From an optimization exercise on the open Yosys and OpenROAD flow, aimed at small area; shortcuts taken in it are not production practice.
Where RTL was checked, it was by simulation tests only, not by an equivalence proof against the original.
Power figures rest on the tool's default switching activity, not on a simulated workload.

## ember
==> flow/design.v <==
module rs_alu(
	input clk,
	input rst,
	output [31:0] PC_out,
	output [3:0] rob_id_out,
	output [16:0] EX_ctrl_out,
	output [5:0] p_rs_out,
	output [5:0] p_rt_out,
	output [15:0] imm_bits_out,
	output [5:0] p_rd_out,
	output stl_dec_rs_alu_full,
	input [3:0] num_rob_entry,
	input [31:0] PC_in,
	input [16:0] EX_ctrl_in,
	input [5:0] p_rs_in,
	input [5:0] p_rt_in,
	input p_rs_rdy_in,
	input p_rt_rdy_in,
	input rs_read,
	input rt_read,
	input [15:0] imm_bits_in,
	input [5:0] p_rd_new,
	input alloc_RS_en,
	input stall_issue,
	output wire issue_en,
	input recover,
	input [3:0] rec_rob_entry,
	input stall_hazard,
	input bus_en,
	input [5:0] tag
);
	localparam W = 87;
	reg [7:0] valid;
	reg [7:0] rs_rdy;
	reg [7:0] rt_rdy;
	reg [3:0] rob_id [0:7];
	reg [5:0] prf_rs [0:7];
	reg [5:0] prf_rt [0:7];
	reg [W-1:0] payload [0:7];  
	reg [7:0] age [0:7];
	reg [7:0] alloc_sel;
	always @(*) begin
		alloc_sel = 8'd0;
		for (integer i = 7; i >= 0; i = i - 1)
			if (!valid[i]) alloc_sel = 8'd1 << i;
	end
	wire [7:0] alloc_we = alloc_RS_en ? alloc_sel : 8'd0;
	function automatic older(input integer j, input integer k);
		older = (j < k) ? age[j][k] : ~age[k][j];
	endfunction
	wire [7:0] req = valid & rs_rdy & rt_rdy;
	reg [7:0] grant;
	always @(*) begin
		for (integer i = 0; i < 8; i = i + 1) begin
			grant[i] = req[i];
			for (integer j = 0; j < 8; j = j + 1)
				if (j != i && req[j] && older(j, i)) grant[i] = 1'b0;
		end
	end
	wire no_issue = recover | stall_hazard | stall_issue;
	assign issue_en = ~no_issue & (|req);
	wire [7:0] issue_clr = no_issue ? 8'd0 : grant;
	reg [7:0] flush_clr;
	always @(*) begin
		for (integer i = 0; i < 8; i = i + 1)
			flush_clr[i] = recover && valid[i] && (rob_id[i] == rec_rob_entry);
	end
	always @(posedge clk or negedge rst) begin
		if (~rst) valid <= 8'd0;
		else valid <= (valid & ~issue_clr & ~flush_clr) | alloc_we;
	end
	wire rs_rdy_new = p_rs_rdy_in | ~rs_read | (bus_en && tag == p_rs_in);
	wire rt_rdy_new = p_rt_rdy_in | ~rt_read | (bus_en && tag == p_rt_in);
	always @(posedge clk) begin
		for (integer i = 0; i < 8; i = i + 1) begin
			if (alloc_we[i]) begin
				rs_rdy[i] <= rs_rdy_new;
				rt_rdy[i] <= rt_rdy_new;
				rob_id[i] <= num_rob_entry;
				prf_rs[i] <= p_rs_in;
				prf_rt[i] <= p_rt_in;
				payload[i] <= {PC_in, EX_ctrl_in, imm_bits_in, p_rd_new};
			end else begin
				if (bus_en && tag == prf_rs[i]) rs_rdy[i] <= 1'b1;
				if (bus_en && tag == prf_rt[i]) rt_rdy[i] <= 1'b1;
			end
			for (integer k = i + 1; k < 8; k = k + 1) begin
				if (alloc_we[k]) age[i][k] <= 1'b1;
				else if (alloc_we[i]) age[i][k] <= 1'b0;
			end
		end
	end
	reg [2:0] gidx;
	always @(*) begin
		gidx = 3'd0;
		for (integer i = 7; i >= 0; i = i - 1)
			if (grant[i]) gidx = i;
	end
	wire [W-1:0] pl_out = payload[gidx];
	wire [3:0] rob_out = rob_id[gidx];
	wire [5:0] rs_out = prf_rs[gidx];
	wire [5:0] rt_out = prf_rt[gidx];
	assign {PC_out, EX_ctrl_out, imm_bits_out, p_rd_out} = pl_out;
	assign rob_id_out = rob_out;
	assign p_rs_out = rs_out;
	assign p_rt_out = rt_out;
	assign stl_dec_rs_alu_full = &valid;
endmodule
==> flow/config.mk <==
export PLATFORM = sky130hd
export DESIGN_NAME = rs_alu
export DESIGN_NICKNAME = rs_alu
export VERILOG_FILES = /design/flow/design.v
export SDC_FILE = /design/flow/constraint.sdc
export NUM_CORES = 4
export LEC_CHECK = 0
export CAP_MARGIN = 20
export CORE_MARGIN = 2
export CORE_UTILIZATION = 40
export CTS_BUF_LIST = sky130_fd_sc_hd__clkbuf_4 sky130_fd_sc_hd__clkbuf_8 sky130_fd_sc_hd__clkbuf_16
export GPL_TIMING_DRIVEN = 0
export SLEW_MARGIN = 20
==> flow/constraint.sdc <==
create_clock -name core_clock -period 8.0 [get_ports {clk}]
set_input_delay 1.6000 -clock core_clock [delete_from_list [all_inputs] [get_ports {clk}]]
set_output_delay 1.6000 -clock core_clock [all_outputs]
set_load 0.01 [all_outputs]
run.sh (not shown) runs the stock make flow with config.mk's settings and CLKGATE_MAP_FILE= SYNTH_SCRIPT=/design/flow/synth_recipe.tcl, a recipe that flattens the netlist after the stock synthesis.
Relative to ember, the following input files were edited for sierra:
Settings: a change of CTS_BUF_LIST from sky130_fd_sc_hd__clkbuf_4 sky130_fd_sc_hd__clkbuf_8 sky130_fd_sc_hd__clkbuf_16 to sky130_fd_sc_hd__clkbuf_8; an added CTS_CLUSTER_SIZE of 12.
Findings:
sierra has completed all stages; timing, DRC and antenna checks passed.
Looking only at utilization, and setting everything else aside, the higher value of ember and sierra goes to ember.
Comparing the two runs side by side, sierra comes out ahead of ember on maximum resistive drop on vdd.
In the flow results for ember and sierra, the post-layout minimum cycle time is smaller on ember.
Cell count: sierra higher than ember
As far as worst hold slack is concerned, ember and sierra perform about the same.
Routed wire in sierra totals more than in ember.
Summary: smallest setup slack after layout, sierra worse than ember
| wire length of the first global-routing pass | sierra vs ember | worse |
Relative to ember, share of the clock period used by the worst path increased by 1.7 points in sierra.
No run of this note included a check of the RTL's function; only the layout flow was run.

========
rs_alu, a different RTL version from the one above (not shown whole).
For scale: about 1600 cells after synthesis, about 750 flip-flops, about 28000 sq um of cells after synthesis.
Settings: LEC_CHECK=0, CAP_MARGIN=10, CORE_MARGIN=2, CORE_UTILIZATION=45, SLEW_MARGIN=10; clock period 8.0 ns.
standard.sh (not shown) runs the stock make flow with config.mk's settings and CLKGATE_MAP_FILE= SYNTH_SCRIPT=/design/flow/synth_recipe.tcl, a recipe that flattens the netlist after the stock synthesis.
==> flow/flow/run.sh <==
#!/bin/bash
# The standard layout (standard.sh) with these changes:
#  - synthesis maps logic with an area-oriented ABC script (flow/synth_area.tcl,
#    flow/area.abc); registers are mapped exactly as in the standard synthesis;
#  - port buffers use the smallest buffer cell;
#  - CTS uses clkbuf_8 with sink clusters of up to 16 and no dummy loads.
# The full make output goes to flow.log in this folder; ORFS's per-step logs are
# under orfs/logs/.
set -euo pipefail
HERE=$(pwd)
CTS="-sink_clustering_enable -repair_clock_nets -dont_use_dummy_load -buf_list sky130_fd_sc_hd__clkbuf_8 -sink_clustering_size 16 -sink_clustering_max_diameter 100"
export MY_ABC_SCRIPT="$HERE/flow/area.abc"
bash standard.sh \
  "SYNTH_SCRIPT=$HERE/flow/synth_area.tcl" \
  "BUFFER_PORTS_ARGS=-buffer_cell sky130_fd_sc_hd__buf_1" \
  "CTS_ARGS=$CTS" \
  finish > flow.log 2>&1
==> flow/flow/area.abc <==
strash
dc2
dch -f
amap -m
==> flow/flow/synth_area.tcl <==
# The standard synthesis script (synth_recipe.tcl), with one change: Yosys's abc
# step maps the logic with the area-oriented ABC script named by MY_ABC_SCRIPT.
# Flip-flop mapping (dfflibmap) runs before abc and is untouched, so the registers,
# their names and their cell types are the standard synthesis's.
proc synth {args} { yosys synth -nofsm -noshare {*}$args }
proc abc {args} {
  set i [lsearch -exact $args -script]
  if {$i >= 0 && [info exists ::env(MY_ABC_SCRIPT)]} { lset args [expr {$i + 1}] $::env(MY_ABC_SCRIPT) }
  yosys abc {*}$args
}
source $::env(SCRIPTS_DIR)/synth.tcl
# left out here: clear keep_hierarchy, flatten, clean up, hide names made inside functions, write 1_2_yosys.v
The baseline finished with timing, DRC and antenna clean.
Next try:
- CORE_UTILIZATION: 45 -> 35
What happened: Total power is higher slightly; core utilization shrinks by 11 points; maximum frequency goes down by a few percent; cell area came out higher slightly; hold slack is better by 0.0038 ns; global-route usage goes down by 4.9 points; critical path depth came out higher by 5.
Next try:
==> flow/flow/area.abc (replaced) <==
strash
balance
dc2
dch -f
amap -m -F 50
- CORE_UTILIZATION: 35 -> 45
Routed wire length came out lower by 2.2%.
Cell area came out lower by 0.94%.
Core utilization came out higher by 11 points.
Total power came out lower by 0.66%.
Setup slack improved by 0.61 ns.
Area after synthesis barely changes.
Final cell count came out lower by 8.8%.
Next try:
--- a/flow/flow/run.sh
+++ b/flow/flow/run.sh
@@ -11 +11 @@
-CTS="-sink_clustering_enable -repair_clock_nets -dont_use_dummy_load -buf_list sky130_fd_sc_hd__clkbuf_8 -sink_clustering_size 16 -sink_clustering_max_diameter 100"
+CTS="-sink_clustering_enable -repair_clock_nets -dont_use_dummy_load -buf_list sky130_fd_sc_hd__clkbuf_16 -sink_clustering_size 28 -sink_clustering_max_diameter 120"
==> flow/flow/area.abc (replaced) <==
strash
dc2
dch -f
amap -m
=>
- The new run produced a clean layout
- sequential power stays flat
- non-clock buffer count is lower by 4
- clock skew decreases by 0.015 ns
- core utilization hardly moves
- sequential cell count stays the same
- cell count decreases slightly
- global-route usage is lower by 0.40 points
- area after synthesis stays flat
- routed wire length is lower slightly
Next try:
--- a/flow/flow/run.sh
+++ b/flow/flow/run.sh
@@ -11 +11 @@
-CTS="-sink_clustering_enable -repair_clock_nets -dont_use_dummy_load -buf_list sky130_fd_sc_hd__clkbuf_16 -sink_clustering_size 28 -sink_clustering_max_diameter 120"
+CTS="-sink_clustering_enable -repair_clock_nets -dont_use_dummy_load -buf_list sky130_fd_sc_hd__clkbuf_8 -sink_clustering_size 16 -sink_clustering_max_diameter 100"
==> flow/flow/area.abc (replaced) <==
&get -n
&st
&dch -f
&nf -a -R 1000
&put
Final cell count drops by 0.79%.
Synthesized area climbs by 0.50%.
Worst setup slack loses 0.26 ns.
Cell area stays flat.
Register-to-register slack gains 0.29 ns.
Clock skew climbs by 0.018 ns.
Combinational power climbs by 15%.
First-iteration DRC count drops by 21%.
Wire length drops by 6.9%.
Next try:
==> flow/flow/area.abc (replaced) <==
strash
dc2
dch -f
amap -m
- GPL_TIMING_DRIVEN: unset -> 0
Die area fell by 0.49%. Synthesized cell count rose by 3.1%. Worst hold slack barely changes. Fmax fell by 6.9%. Cell area rose by 5.5%.

separate check: timing with driven ports:
The flow's constraints put no driver on any port. The routed layouts listed below were extracted and timed again, unchanged, in two steps. Step 1 (the two cells are an assumption about what drives the block):
set clk [get_ports {clk}]
set_driving_cell -lib_cell sky130_fd_sc_hd__clkbuf_16 $clk
set_driving_cell -lib_cell sky130_fd_sc_hd__buf_2 [delete_from_list [all_inputs] $clk]
Step 2 moves the port delays by t, midway between the first and last clock arrival at a register: inputs arrive t later, outputs are due t later. That takes back most of the time a late clock gives input paths. Slacks: ideal ports / drivers / drivers and shift; pairs: ideal ports / drivers.
run | shift t [ns] | setup slack, ns | worst setup path after step 2 | clock arrival spread, ns
ember | 0.675 | 1.523 / 1.459 / 2.134 | register to output | 0.022 / 0.021
sierra | 0.777 | 1.384 / 1.321 / 2.098 | register to output | 0.049 / 0.050
the first run of note 2 | 0.714 | 1.735 / 1.681 / 2.395 | register to output | 0.030 / 0.030
the second run of note 2 | 0.705 | 1.479 / 1.428 / 2.133 | register to output | 0.060 / 0.060
the third run of note 2 | 0.722 | 2.085 / 2.026 / 2.747 | register to output | 0.061 / 0.061
the fourth run of note 2 | 0.665 | 1.804 / 1.744 / 2.409 | register to output | 0.037 / 0.037
the fifth run of note 2 | 0.713 | 1.544 / 1.490 / 2.203 | register to output | 0.063 / 0.063
the sixth run of note 2 | 0.720 | 1.066 / 1.012 / 1.732 | register to output | 0.040 / 0.040
After both steps every run listed still meets setup and hold.
